This is an optimization exercise on Yosys and OpenROAD, whose aim is small area, a short achievable clock period and few clock cycles per item, not a production implementation. At most, simulation tests tie the RTL to the original design; equivalence was not proved. The flow treats the clock pin as an ideal source. Dropping or thinning the clock tree relies on that and would not hold on a real chip. Power and IR drop assume default switching activity.

==> flow/design.v <==
`timescale 1ns/10ps
module LBP (
	input  clk,
	input  reset,
	output reg [13:0] gray_addr,
	output reg        gray_req,
	input             gray_ready,
	input      [7:0]  gray_data,
	output reg        lbp_valid,
	output reg [13:0] lbp_addr,
	output reg [7:0]  lbp_data,
	output reg        finish
);
	localparam H = 8;            
	wire [6:0] row = gray_addr[13:7];
	wire [6:0] col = gray_addr[6:0];
	reg  [2:0] s;                
	reg        endc;             
	reg        ends;             
	reg        last;             
	wire [6:0] row_step = {{4{endc}}, {2{ends}}, 1'b1};
	reg run;
	always @(posedge clk) begin
		if (reset) begin
			gray_req  <= 1'b0;
			run       <= 1'b0;
			lbp_valid <= 1'b0;
			finish    <= 1'b0;
		end else begin
			gray_req  <= gray_ready & ~finish & ~(gray_req & last);
			run       <= gray_ready & ~finish & ~(run & last);
			lbp_valid <= run & (s >= 3'd2) & (col >= 7'd2);
			if (run & last) finish <= 1'b1;
		end
	end
	always @(posedge clk) begin
		if (run) begin
			{gray_addr[6:0], s} <= {col, s} + 10'd1;
			gray_addr[13:7] <= row + row_step;
		end else begin
			{gray_addr, s} <= 17'd0;
		end
	end
	always @(posedge clk) begin
		endc <= (s == 3'd6);
		ends <= (s == 3'd6) & (col == 7'd127);
		last <= (s == 3'd6) & (col == 7'd127) & (row == 7'd126);
	end
	reg [7:0] d [0:H];
	integer i;
	always @(posedge clk) begin
		d[0] <= gray_data;
		for (i = 1; i <= H; i = i + 1) d[i] <= d[i-1];
	end
	function [1:0] cmp3;
		input [7:0] a, b;
		reg [7:0] g1, p1;
		reg [3:0] g2, p2;
		reg [1:0] g4, p4;
		reg       g8, p8;
		integer k;
		begin
			g1 = a & ~b; p1 = a | ~b;
			for (k = 0; k < 4; k = k + 1) begin
				g2[k] = g1[2*k+1] | (p1[2*k+1] & g1[2*k]);
				p2[k] = p1[2*k+1] & p1[2*k];
			end
			for (k = 0; k < 2; k = k + 1) begin
				g4[k] = g2[2*k+1] | (p2[2*k+1] & g2[2*k]);
				p4[k] = p2[2*k+1] & p2[2*k];
			end
			g8 = g4[1] | (p4[1] & g4[0]);
			p8 = p4[1] & p4[0];
			cmp3 = {g8 | p8, ~g8};
		end
	endfunction
	function [1:0] cmp3f;
		input [7:0] a, b;
		reg [7:0] g1, p1;
		reg [1:0] g4, p4;
		reg       g8, p8;
		integer k;
		begin
			g1 = a & ~b; p1 = a | ~b;
			for (k = 0; k < 2; k = k + 1) begin
				g4[k] = g1[4*k+3] | (p1[4*k+3] & g1[4*k+2]) | (p1[4*k+3] & p1[4*k+2] & g1[4*k+1])
				      | (p1[4*k+3] & p1[4*k+2] & p1[4*k+1] & g1[4*k]);
				p4[k] = &p1[4*k+3 -: 4];
			end
			g8 = g4[1] | (p4[1] & g4[0]);
			p8 = p4[1] & p4[0];
			cmp3f = {g8 | p8, ~g8};
		end
	endfunction
	wire [7:0] c = d[H];
	wire ge_dg, le_dg, ge_hz, le_hz, ge_ad, le_ad, ge_vt, le_vt;
	assign {ge_dg, le_dg} = cmp3f(gray_data, c);
	assign {ge_hz, le_hz} = cmp3(d[0], c);
	assign {ge_ad, le_ad} = cmp3(d[1], c);
	assign {ge_vt, le_vt} = cmp3(d[H-1], c);
	reg [H:0]   q_dg;    
	reg [H-1:0] q_hz;
	reg [H-2:0] q_ad;
	reg         q_vt;
	always @(posedge clk) begin
		q_dg <= {q_dg[H-1:0], le_dg};
		q_hz <= {q_hz[H-2:0], le_hz};
		q_ad <= {q_ad[H-3:0], le_ad};
		q_vt <= le_vt;
	end
	always @(posedge clk) begin
		lbp_addr <= {row - 7'd1, col - 7'd1};
		lbp_data <= {ge_dg, ge_vt, q_ad[H-2], ge_hz, q_hz[H-1], ge_ad, q_vt, q_dg[H]};
	end
endmodule
clock: 4.0 ns
lec_check: 0
cap_margin: 20
core_margin: 2
core_utilization: 60
setup_slack_margin: 2.5
slew_margin: 20
standard.sh (not shown) runs the stock make flow with config.mk's settings and CLKGATE_MAP_FILE= SYNTH_SCRIPT=/design/flow/synth_recipe.tcl, a recipe that flattens the netlist after the stock synthesis.
==> flow/flow/run.sh <==
#!/bin/bash
# The standard layout, with plain buf_1 port buffers and a two-level
# inverter clock tree: after CTS, flow/mytree2.tcl replaces the tree with
# N1 first-level inverters fed from the clock port and N2 second-level
# inverters, each driving one cluster of flip-flops. Timing repair then
# runs after global routing as usual.
set -euo pipefail
HERE=$(pwd)
bash standard.sh finish \
  "BUFFER_PORTS_ARGS=-buffer_cell sky130_fd_sc_hd__buf_1" \
  "SKIP_CTS_REPAIR_TIMING=1" \
  "POST_CTS_TCL=$HERE/flow/mytree2.tcl" \
  "MYTREE_N1=4" "MYTREE_N2=8"  > standard_flow.log 2>&1
Other scripts of this flow, unchanged in this note and not shown: flow/flow/mytree2.tcl
Testbench counts at the start, summed over its fixed seeds: cycles 344,080, images 16.
Edit:
--- a/flow/design.v
+++ b/flow/design.v
@@ -19,22 +19,19 @@
 	reg        ends;             
 	reg        last;             
 	wire [6:0] row_step = {{4{endc}}, {2{ends}}, 1'b1};
-	reg run;
 	always @(posedge clk) begin
 		if (reset) begin
 			gray_req  <= 1'b0;
-			run       <= 1'b0;
 			lbp_valid <= 1'b0;
 			finish    <= 1'b0;
 		end else begin
 			gray_req  <= gray_ready & ~finish & ~(gray_req & last);
-			run       <= gray_ready & ~finish & ~(run & last);
-			lbp_valid <= run & (s >= 3'd2) & (col >= 7'd2);
-			if (run & last) finish <= 1'b1;
+			lbp_valid <= gray_req & (s >= 3'd2) & (col >= 7'd2);
+			if (gray_req & last) finish <= 1'b1;
 		end
 	end
 	always @(posedge clk) begin
-		if (run) begin
+		if (gray_req) begin
 			{gray_addr[6:0], s} <= {col, s} + 10'd1;
 			gray_addr[13:7] <= row + row_step;
 		end else begin
Global-route usage is lower by 0.16 points.
Wire length decreases by about 0.4%.
Cell area stays flat.
Clock power hardly moves.
Core utilization climbs by 0.17 points.
Critical path depth is unchanged.
Hold slack gets better by 0.0038 ns.
Register-to-register slack hardly moves.
Flip-flop and latch count went down by 1.
The RTL of the second run of this note was laid out without a check of its function. No run of this note takes its clock network from TritonCTS; it comes from the design's own scripts or RTL.

## static timing again, ports no longer ideal
No port has a modelled driver above. Below, the same layouts with a new extraction and two added sets of constraints. Step 1 (the two cells are an assumption about what drives the block):
set clk [get_ports {clk}]
set_driving_cell -lib_cell sky130_fd_sc_hd__clkbuf_16 $clk
set_driving_cell -lib_cell sky130_fd_sc_hd__buf_2 [delete_from_list [all_inputs] $clk]
Step 2 times the ports against the registers' clock, not the clock port: input delays grow and output delays shrink by t, the midpoint of the rising clock arrivals with the driver on. a / b / c = no drivers / after step 1 / after step 2; a / b = the first two.
| run | t (ns) | setup slack, ns | worst slew at a driven data input, ns |
|---|---|---|---|
| the first run | 0.249 | 2.373 / 2.390 / 2.236 | 0.05 |
| the second run | 0.250 | 2.351 / 2.325 / 2.207 | 0.05 |
After both steps every run listed still meets setup and hold. For the second run, which loses most, drivers alone change the setup slack by -0.026 ns; drivers and shift together by -0.144 ns.
